Context: an optimization exercise on an open-source flow, tuned for small area. The choices shown serve that exercise and are no tape-out recipe.
Function was checked by simulation only, so behaviour that the tests miss may differ from the original.
Power and IR drop assume default switching activity.

the previous run:
Design Segway, start of the top module:
module Segway(clk,RST_n,LED,INERT_SS_n,INERT_MOSI,
              INERT_SCLK,INERT_MISO,A2D_SS_n,A2D_MOSI,A2D_SCLK,
			  A2D_MISO,PWM_rev_rght,PWM_frwrd_rght,PWM_rev_lft,
			  PWM_frwrd_lft,piezo_n,piezo,INT,RX);
export LEC_CHECK = 0
export CAP_MARGIN = 20
export CORE_MARGIN = 2
export CORE_UTILIZATION = 40
export CTS_BUF_LIST = sky130_fd_sc_hd__clkbuf_8
export CTS_CLUSTER_DIAMETER = 80
export CTS_CLUSTER_SIZE = 16
export PLACE_DENSITY = 0.6
export SLEW_MARGIN = 20
create_clock -name core_clock -period 20.0 [get_ports {clk}]
standard.sh (not shown) runs the stock make flow with config.mk's settings and CLKGATE_MAP_FILE= SYNTH_SCRIPT=/design/flow/synth_recipe.tcl, a recipe that flattens the netlist after the stock synthesis.
==> flow/flow/run.sh <==
#!/bin/bash
# The standard layout (standard.sh) with three changes:
#  1. after the standard synthesis, the combinational cells (all but the
#     flip-flops, full adders and tie cells) are re-mapped by ABC with an
#     area-leaning script (resynth.tcl, abc_resynth.script), twice;
#  2. clock tree synthesis adds no dummy loads;
#  3. the port buffers use the smallest buffer cell.
# Each tool's output goes to a log file in this folder (and ORFS's own logs).
set -euo pipefail
R=$PWD/orfs/results/$FLOW_PLATFORM/Segway/base
bash standard.sh synth > standard_synth.log 2>&1
cp $R/1_2_yosys.v $R/1_2_yosys_std.v
RESYNTH_RESULTS=$R yosys -c flow/resynth.tcl > resynth.log 2>&1
# a second pass of the same re-mapping, on the first pass's result
cp $R/1_2_yosys.v $R/1_2_yosys_std.v
RESYNTH_RESULTS=$R yosys -c flow/resynth.tcl > resynth2.log 2>&1
rm -f $R/1_synth.odb $R/1_synth.sdc
bash standard.sh \
  "CTS_ARGS=-sink_clustering_enable -repair_clock_nets -sink_clustering_size 16 -sink_clustering_max_diameter 80 -buf_list sky130_fd_sc_hd__clkbuf_8 -dont_use_dummy_load" \
  "BUFFER_PORTS_ARGS=-buffer_cell sky130_fd_sc_hd__buf_1" \
  finish > standard.log 2>&1
Other scripts of this flow, unchanged in this note and not shown: flow/flow/abc_resynth.script, flow/flow/resynth.tcl
Here is what was changed in the inputs of the current run compared with the previous run.
diff --git a/flow/design.v b/flow/design.v
--- a/flow/design.v
+++ b/flow/design.v
@@ -113,28 +113,28 @@
 	endcase
 end
 assign MOSI = busy ? cmd_bit : first_smpl;
 always @(posedge clk)
 	if(smpl)
 		rd <= {rd[10:0], MISO};
 always @(posedge clk, negedge rst_n)
 	if(!rst_n)
 		rnd_cnt <= 2'b00;
 	else if(update)
 		rnd_cnt <= {rnd_cnt[0], ~rnd_cnt[0] & ~rnd_cnt[1]};
-always @(posedge clk)
+always @(posedge clk, negedge rst_n)
 	if(!rst_n)
 		lft_ld <= 12'h000;
 	else if(update & ~rnd_cnt[0] & ~rnd_cnt[1])
 		lft_ld <= rd;
-always @(posedge clk)
+always @(posedge clk, negedge rst_n)
 	if(!rst_n)
 		rght_ld <= 12'h000;
 	else if(update & rnd_cnt[0])
 		rght_ld <= rd;
 always @(posedge clk, negedge rst_n)
 	if(!rst_n)
 		batt11 <= 1'b0;
 	else if(update & rnd_cnt[1])
 		batt11 <= rd[11];
 assign batt_low = ~batt11;
 localparam IDLE = 2'd0, SEND_1ST = 2'd1, WAIT_1 = 2'd2, SEND_2ND = 2'd3;
@@ -409,32 +409,27 @@
     asgn <= a_k;
   if (cmp_en & (bit_cnt == 4'd0) & (sclk_cnt == 5'd20))
     cmp <= ~x_k;
 end
 wire [15:0] rtc;
 wire rtc_co;
 rc_add #(16) u_rtc(.a(ptch_rt), .b(16'hFC3E), .ci(1'b0), .s(rtc), .co(rtc_co));
 wire [16:0] inc_nxt;
 wire in_co;
 rc_add #(17) u_in(.a(~{rtc[15], rtc}), .b({{6{~cmp}}, 1'b1, 10'h000}), .ci(1'b1), .s(inc_nxt), .co(in_co));
 always @(posedge clk, negedge rst_n)
-	if(!rst_n)
-		ptch_int[26:19] <= 8'h00;
-	else if(vld)
-		ptch_int[26:19] <= ptch_int_nxt[26:19];
-always @(posedge clk)
 	if(!rst_n) begin
-		ptch_int[18:0] <= 19'h0;
+		ptch_int <= 27'h0;
 		inc <= 17'h007C2;
 	end else if(vld) begin
-		ptch_int[18:0] <= ptch_int_nxt[18:0];
+		ptch_int <= ptch_int_nxt;
 		inc <= inc_nxt;
 	end
 endmodule
 module inert_intf(clk, rst_n, vld, ptch, SS_n, SCLK, MOSI, MISO, INT, init_go);
   input clk, rst_n;
   input INT;
   input init_go;		 
   output vld;
   output [15:0] ptch;
   input MISO;
   output SS_n, SCLK, MOSI;
@@ -529,23 +524,23 @@
 			     (|ptch[14:9] ? 10'h1FF : ptch[9:0]);
   wire [17:0] next_integrator;
   wire ni_co;
   rc_add #(18) u_int(.a(full_integrator), .b({{8{e[9]}}, e}), .ci(1'b0), .s(next_integrator), .co(ni_co));
   wire ov = (e[9] & full_integrator[17] & ~next_integrator[17]) |
 	    (~e[9] & ~full_integrator[17] & next_integrator[17]);
   always @(posedge clk)
 	if(rider_off | ~pwr_up)
 		full_integrator <= 18'h0;
 	else if(vld & ~ov)
 		full_integrator <= next_integrator;
-  always @(posedge clk)
+  always @(posedge clk, negedge rst_n)
 	if(!rst_n) begin
 		prev_ptch_err <= 10'h0;
 		intermediate <= 10'h0;
 	end
 	else if(vld) begin
 		prev_ptch_err <= intermediate;
 		intermediate <= e;
 	end
   wire [9:0] dd;
   wire dd_co;
   rc_add #(10) u_dd(.a(e), .b(~prev_ptch_err), .ci(1'b1), .s(dd), .co(dd_co));
--- outcome ---
- In the current run the maximum operating frequency turned out 0.56% lower than in the previous run.
- The current run ended up with a lower final wirelength than the previous run did.
- The current run has total die area above what the previous run had.
- The current run -> the previous run: final setup violation count delta 0, exact match
- Going from the previous run to the current run, total met2 wirelength after detailed routing shrank slightly.
- Taking the previous run as the reference, in the current run non-clock buffer count decreased about 15%; clock network area share was more or less identical; die span in y increased by about 0.6% relative to the old numbers; via count decreased 4.4%.
- Per the comparison of the current run with the previous run, post-CTS setup buffer count closely matched the old numbers; number of global-route vias before repair saw a decrease; cell count has decreased; maximum number of pins on one net before global-route repair dropped about 20%; global placement routability congestion fell by 3.4%.

---

Another version of the RTL of Segway (not shown whole).
Size: about 26 I/O pins, roughly 0.017 sq mm of cells after synthesis.
clock: 20.0 ns
lec_check: 0
cap_margin: 20
core_margin: 2
core_utilization: 40
cts_buf_list: sky130_fd_sc_hd__clkbuf_8
cts_cluster_diameter: 80
cts_cluster_size: 16
place_density: 0.6
slew_margin: 20
==> flow/flow/run.sh <==
#!/bin/bash
# The standard layout (standard.sh) with three changes:
#  1. after the standard synthesis, the combinational cells (all but the
#     flip-flops, adder cells and tie cells) are re-mapped by ABC with an
#     area-leaning script (resynth.tcl, abc_resynth.script);
#  2. clock tree synthesis adds no dummy loads;
#  3. the port buffers use the smallest buffer cell.
# Each tool's output goes to a log file in this folder (and ORFS's own logs).
set -euo pipefail
R=$PWD/orfs/results/$FLOW_PLATFORM/Segway/base
bash standard.sh synth > standard_synth.log 2>&1
cp $R/1_2_yosys.v $R/1_2_yosys_std.v
RESYNTH_RESULTS=$R yosys -c flow/resynth.tcl > resynth.log 2>&1
rm -f $R/1_synth.odb $R/1_synth.sdc
bash standard.sh \
  "CTS_ARGS=-sink_clustering_enable -repair_clock_nets -sink_clustering_size 16 -sink_clustering_max_diameter 80 -buf_list sky130_fd_sc_hd__clkbuf_8 -dont_use_dummy_load" \
  "BUFFER_PORTS_ARGS=-buffer_cell sky130_fd_sc_hd__buf_1" \
  finish > standard.log 2>&1
Other scripts of this flow, unchanged in this note and not shown: flow/flow/abc_resynth.script, flow/flow/resynth.tcl
The baseline finished clean.
Edit:
--- a/flow/design.v
+++ b/flow/design.v
@@ -330,24 +330,23 @@
 output piezo, piezo_n, steer_en_tmr_full, cnt16_full;
 wire wave;
 wire [26:0] cnt;
 wire any = en_steer | ovr_spd | batt_low;
 Piezo_Timer piezo_timer(.clk(clk), .rst_n(rst_n), .reset(~any & steer_en_clr_tmr), .cnt(cnt), .steer_en_tmr_full(steer_en_tmr_full), .cnt16_full(cnt16_full));
 assign wave = 	(ovr_spd) ? (~cnt[12] & ~cnt[24]) :
 		(en_steer) ? (~cnt[14] & ~cnt[25] & ~cnt[26]) : 1'b0;
 assign piezo = (wave | (batt_low & ~cnt[15] & cnt[26] & ~cnt[25]));
 assign piezo_n = any & ~piezo;
 endmodule
-module inertial_integrator(clk, rst_n, vld, ld_cmp, cmp_en, inc_en, sclk_cnt, bit_cnt, ptch_rt, AZ, ptch);
+module inertial_integrator(clk, rst_n, vld, ld_cmp, cmp_en, sclk_cnt, bit_cnt, ptch_rt, AZ, ptch);
 input clk, rst_n, vld, ld_cmp;
 input cmp_en;			 
-input inc_en;			 
 input [4:0] sclk_cnt;		 
 input [3:0] bit_cnt;		 
 input [15:0] ptch_rt, AZ;
 output [15:0] ptch;
 reg [26:0] ptch_int;
 reg [16:0] inc;
 reg cmp;
 assign ptch = ptch_int[26:11];
 wire [26:0] ptch_int_nxt;
 wire pn_co;
@@ -404,55 +403,37 @@
     dl <= 8'h00;
     oc <= 1'b0;
     sc <= 3'd1;
   end else begin
     dl <= {dl[6:0], a_k};
     oc <= oc_n;
     sc <= sc_n;
   end
   if (sclk_cnt == 5'd6)
     asgn <= a_k;
-end
-always @(posedge clk, negedge rst_n)
-  if (!rst_n)
-    cmp <= 1'b1;
-  else if (cmp_en & (bit_cnt == 4'd0) & (sclk_cnt == 5'd20))
+  if (cmp_en & (bit_cnt == 4'd0) & (sclk_cnt == 5'd20))
     cmp <= ~x_k;
-localparam [15:0] RTC_K = 16'hFC3E;
-wire [4:0] j = sclk_cnt;
-wire inc_step = inc_en & (bit_cnt == 4'd0) & ~j[4] | inc_en & (bit_cnt == 4'd0) & (j == 5'd16);
-wire first = (j == 5'd0);
-reg c1, c2, rl;
-wire c1e = c1 & ~first;
-wire c2e = c2 | first;
-wire kc = j[4] ? 1'b0 : RTC_K[j[3:0]];
-wire rtc_j = j[4] ? rl : (inc[0] ^ kc ^ c1e);
-wire c1n = (inc[0] & kc) | (inc[0] & c1e) | (kc & c1e);
-wire kk = (j == 5'd10) | (~cmp & ((j[3] & (j[2] | (j[1] & j[0]))) | j[4]));	 
-wire nr = ~rtc_j;
-wire inc_j = kk ^ nr ^ c2e;
-wire c2n = (kk & nr) | (kk & c2e) | (nr & c2e);
-always @(posedge clk)
-  if (inc_step) begin
-    c1 <= c1n;
-    c2 <= c2n;
-    rl <= rtc_j;
-  end
+end
+wire [15:0] rtc;
+wire rtc_co;
+rc_add #(16) u_rtc(.a(ptch_rt), .b(16'hFC3E), .ci(1'b0), .s(rtc), .co(rtc_co));
+wire [16:0] inc_nxt;
+wire in_co;
+rc_add #(17) u_in(.a(~{rtc[15], rtc}), .b({{6{~cmp}}, 1'b1, 10'h000}), .ci(1'b1), .s(inc_nxt), .co(in_co));
 always @(posedge clk, negedge rst_n)
 	if(!rst_n) begin
 		ptch_int <= 27'h0;
-		inc <= 17'h00000;
+		inc <= 17'h007C2;
 	end else if(vld) begin
 		ptch_int <= ptch_int_nxt;
-		inc <= {ptch_rt[15], ptch_rt};
-	end else if(inc_step)
-		inc <= {inc_j, inc[16:1]};
+		inc <= inc_nxt;
+	end
 endmodule
 module inert_intf(clk, rst_n, vld, ptch, SS_n, SCLK, MOSI, MISO, INT, init_go);
   input clk, rst_n;
   input INT;
   input init_go;		 
   output vld;
   output [15:0] ptch;
   input MISO;
   output SS_n, SCLK, MOSI;
   reg INT1, INT_stable;
@@ -462,21 +443,21 @@
 	     RD1 = 4'd5, RD2 = 4'd6, RD3 = 4'd7, RD4 = 4'd8;
   reg [3:0] state, nxt_state;
   wire done = ~busy & (state != INIT1);
   reg wrt;
   wire busy, front, shft, MISO_smpl, first_smpl;
   wire [3:0] bit_cnt;
   wire [4:0] sclk_cnt;
   SPI_mstr16 iSPI(.clk(clk), .rst_n(rst_n), .wrt(wrt), .MISO(MISO), .SS_n(SS_n), .SCLK(SCLK),
 		  .busy(busy), .front(front), .shft(shft), .bit_cnt(bit_cnt), .sclk_cnt(sclk_cnt), .MISO_smpl(MISO_smpl), .first_smpl(first_smpl));
   inertial_integrator iINT(.clk(clk), .rst_n(rst_n), .vld(vld), .ld_cmp((state == RD3) & done),
-			   .cmp_en(state == RD4), .inc_en(state == RD1), .sclk_cnt(sclk_cnt), .bit_cnt(bit_cnt),
+			   .cmp_en(state == RD4), .sclk_cnt(sclk_cnt), .bit_cnt(bit_cnt),
 			   .ptch_rt({ptchH, ptchL}), .AZ({rd, AZL}), .ptch(ptch));
   reg [15:0] cip;
   always @* begin
     case(state)
       INIT2: cip = 16'h0D02;
       INIT3: cip = 16'h1053;
       INIT4: cip = 16'h1150;
       WAIT:  cip = 16'h1460;
       RD1:   cip = 16'hA200;
       RD2:   cip = 16'hA300;
Outcome: The new run went through all stages and came out clean; cell area fell by about 1%; die area fell by 0.70%; first-iteration DRC count rose by about 16%; combinational power fell by about 3%; clock skew fell by 16 ps; cell count fell by 1.6%; flip-flop and latch count fell by 3; register-to-register slack improves by 100 ps.

==> what the ideal ports hide <==
No port has a modelled driver above. Below, the same layouts with a new extraction and two added sets of constraints. Step 1, drivers: a clkbuf_16 drives clk and a buf_2 each remaining input, both assumed. Step 2 moves the port delays by t, midway between the first and last clock arrival at a register: inputs arrive t later, outputs are due t later. That takes back most of the time a late clock gives input paths. Slacks: ideal ports / drivers / drivers and shift; pairs: ideal ports / drivers.
run | shift t [ns] | setup WS [ns] | hold WS [ns]
the previous run | 0.602 | 1.173 / 1.173 / 1.173 | 0.341 / 0.341 / 0.341
the current run | 0.598 | 1.068 / 1.068 / 1.068 | 0.283 / 0.283 / 0.283
the first run of note 2 | 0.623 | 0.773 / 0.773 / 0.773 | 0.309 / 0.309 / 0.309
the second run of note 2 | 0.615 | 0.877 / 0.877 / 0.877 | 0.314 / 0.314 / 0.314
After both steps every run listed still meets setup and hold.
